This design comes from an exercise in tuning for small area on the open sky130 flow, not from production work. The RTL was checked by simulation tests, not by an equivalence proof against the original design. The clock input has no modelled driver; a real chip could not lean on it and would need a root buffer or a full tree.

## the reference run
## EF_PSRAM_CTRL_ahbl
module EF_PSRAM_CTRL_ahbl (
    input   wire            HCLK,
    input   wire            HRESETn,
    input   wire            HSEL,
    input   wire [31:0]     HADDR,
    input   wire [31:0]     HWDATA,
    input   wire [1:0]      HTRANS,
    input   wire [2:0]      HSIZE,
    input   wire            HWRITE,
    input   wire            HREADY,
    output  wire            HREADYOUT,
    output  wire [31:0]     HRDATA,
    output  wire            sck,
    output  wire            ce_n,
    input   wire [3:0]      din,
    output  wire [3:0]      dout,
    output  wire [3:0]      douten
);
Size in the first run: about 200 cells after synthesis, about 41 flip-flops, about 120 I/O pins, roughly 1900 um2 of cells after synthesis.
export LEC_CHECK = 0
export CAP_MARGIN = 20
export CORE_MARGIN = 2
export CORE_UTILIZATION = 60
export SLEW_MARGIN = 20
export BUFFER_PORTS_ARGS = -buffer_cell sky130_fd_sc_hd__buf_1
export CTS_ARGS = -sink_clustering_enable -repair_clock_nets -dont_use_dummy_load -root_buf sky130_fd_sc_hd__clkbuf_4 -buf_list sky130_fd_sc_hd__clkbuf_4
export POST_CTS_TCL = /design/flow/flow/noroot.tcl
create_clock -name core_clock -period 10.0 [get_ports {HCLK}]
standard.sh (not shown) runs the stock make flow with config.mk's settings and CLKGATE_MAP_FILE= SYNTH_SCRIPT=/design/flow/synth_recipe.tcl, a recipe that flattens the netlist after the stock synthesis.
==> flow/flow/run.sh <==
#!/bin/bash
# The standard layout with these changes to how it is made:
#  - synthesis maps the logic with an area-oriented ABC script (flow/area.abc)
#    in place of ORFS's speed script; everything else in the synthesis is
#    synth_recipe.tcl as given (same flip-flop mapping, flattening, renaming);
#  - the port buffers are sky130_fd_sc_hd__buf_1 (buffer_ports -buffer_cell);
set -euo pipefail
W=$(pwd)
ABC_SCRIPT="$W/flow/area.abc"
sed "s|log_cmd abc {\*}\$abc_args|log_cmd abc {*}[lreplace \$abc_args 1 1 $ABC_SCRIPT]|" \
    "$FLOW_HOME/scripts/synth.tcl" > "$W/synth_area.tcl"
grep -q "$ABC_SCRIPT" "$W/synth_area.tcl"
sed "s|source \$::env(SCRIPTS_DIR)/synth.tcl|source $W/synth_area.tcl|" \
    "$W/synth_recipe.tcl" > "$W/own_synth.tcl"
grep -q "$W/synth_area.tcl" "$W/own_synth.tcl"
cat >> config.mk <<EOT
export BUFFER_PORTS_ARGS = -buffer_cell sky130_fd_sc_hd__buf_1
export CTS_ARGS = -sink_clustering_enable -repair_clock_nets -dont_use_dummy_load -root_buf sky130_fd_sc_hd__clkbuf_4 -buf_list sky130_fd_sc_hd__clkbuf_4
export POST_CTS_TCL = $W/flow/noroot.tcl
EOT
bash standard.sh SYNTH_SCRIPT="$W/own_synth.tcl" finish > make.log 2>&1
==> flow/flow/area.abc <==
strash
dch
amap
topo
==> flow/flow/noroot.tcl <==
set block [ord::get_db_block]
set port_net [[$block findBTerm HCLK] getNet]
set roots {}
foreach it [$port_net getITerms] { lappend roots [$it getInst] }
if {[llength $roots] == 1} {
  set root [lindex $roots 0]
  set out ""
  foreach it [$root getITerms] {
    if {[[$it getMTerm] getIoType] == "OUTPUT"} { set out [$it getNet] }
  }
  set sinks {}
  foreach it [$out getITerms] {
    if {[$it getInst] != $root} { lappend sinks $it }
  }
  set ok [expr {[llength $sinks] <= 4}]
  foreach it $sinks {
    if {![string match "sky130_fd_sc_hd__clkbuf_*" [[[$it getInst] getMaster] getName]]} { set ok 0 }
  }
  if {$ok} {
    foreach it $sinks { $it disconnect; $it connect $port_net }
    puts "noroot: removed [$root getName], [llength $sinks] leaf buffers now on the clock port"
    odb::dbInst_destroy $root
    odb::dbNet_destroy $out
  } else {
    puts "noroot: root buffer kept"
  }
}
### the reference run -> the trial run
- changing CORE_UTILIZATION from 60 to 70
Of the trial run and the reference run, only the trial run never reached the final stage.
Sequential fraction of the synthesis area essentially unchanged between the reference run and the trial run.
Number of core rows (higher): the reference run
Reported for the trial run and the reference run, synthesized area turned out identical to the last digit.
Between the trial run and the reference run, the mean post-synth cell area does not differ in any meaningful way.
Re post-synthesis sequential element count: no difference whatsoever between the trial run and the reference run.
Comparing the reference run with the trial run, the count of buffers from port buffering came out essentially unchanged.
Taking the reference run as the reference, in the trial run width of the die down about 7%, number of enable flip-flop cells after synthesis closely matched the old numbers, synthesized cell count held steady, overall die height -6.9%.
Of the trial run and the reference run, the lower starting density of the core belongs to the reference run.

[port drivers added, routing unchanged]
The results above use ideal ports. As a check the final layout listed here was re-extracted and re-timed, cells and wires unchanged.
Step 1 sets driving cells, clkbuf_16 on the clock port and buf_2 on the other inputs (assumed; they add their load-dependent delay and slew).
Step 2 adds t to the input delays and takes it off the output delays; t is the mean of the earliest and latest rising clock arrival at the registers after step 1. Input paths then give back, and output paths get back, about the clock's delay inside the block.
Three values: no drivers, after step 1, after step 2; two values: the first two.
run: the reference run
shift t [ns]: 0.204
setup WS [ns]: 5.057 / 5.035 / 5.035
slew at the worst register clock pin (ns): 0.12 / 0.12
worst data-port slew with drivers (ns): 0.05
After both steps setup and hold are still met in the reference run. The setup slack of the reference run moves by -0.022 ns with the drivers and by -0.022 ns with both steps.
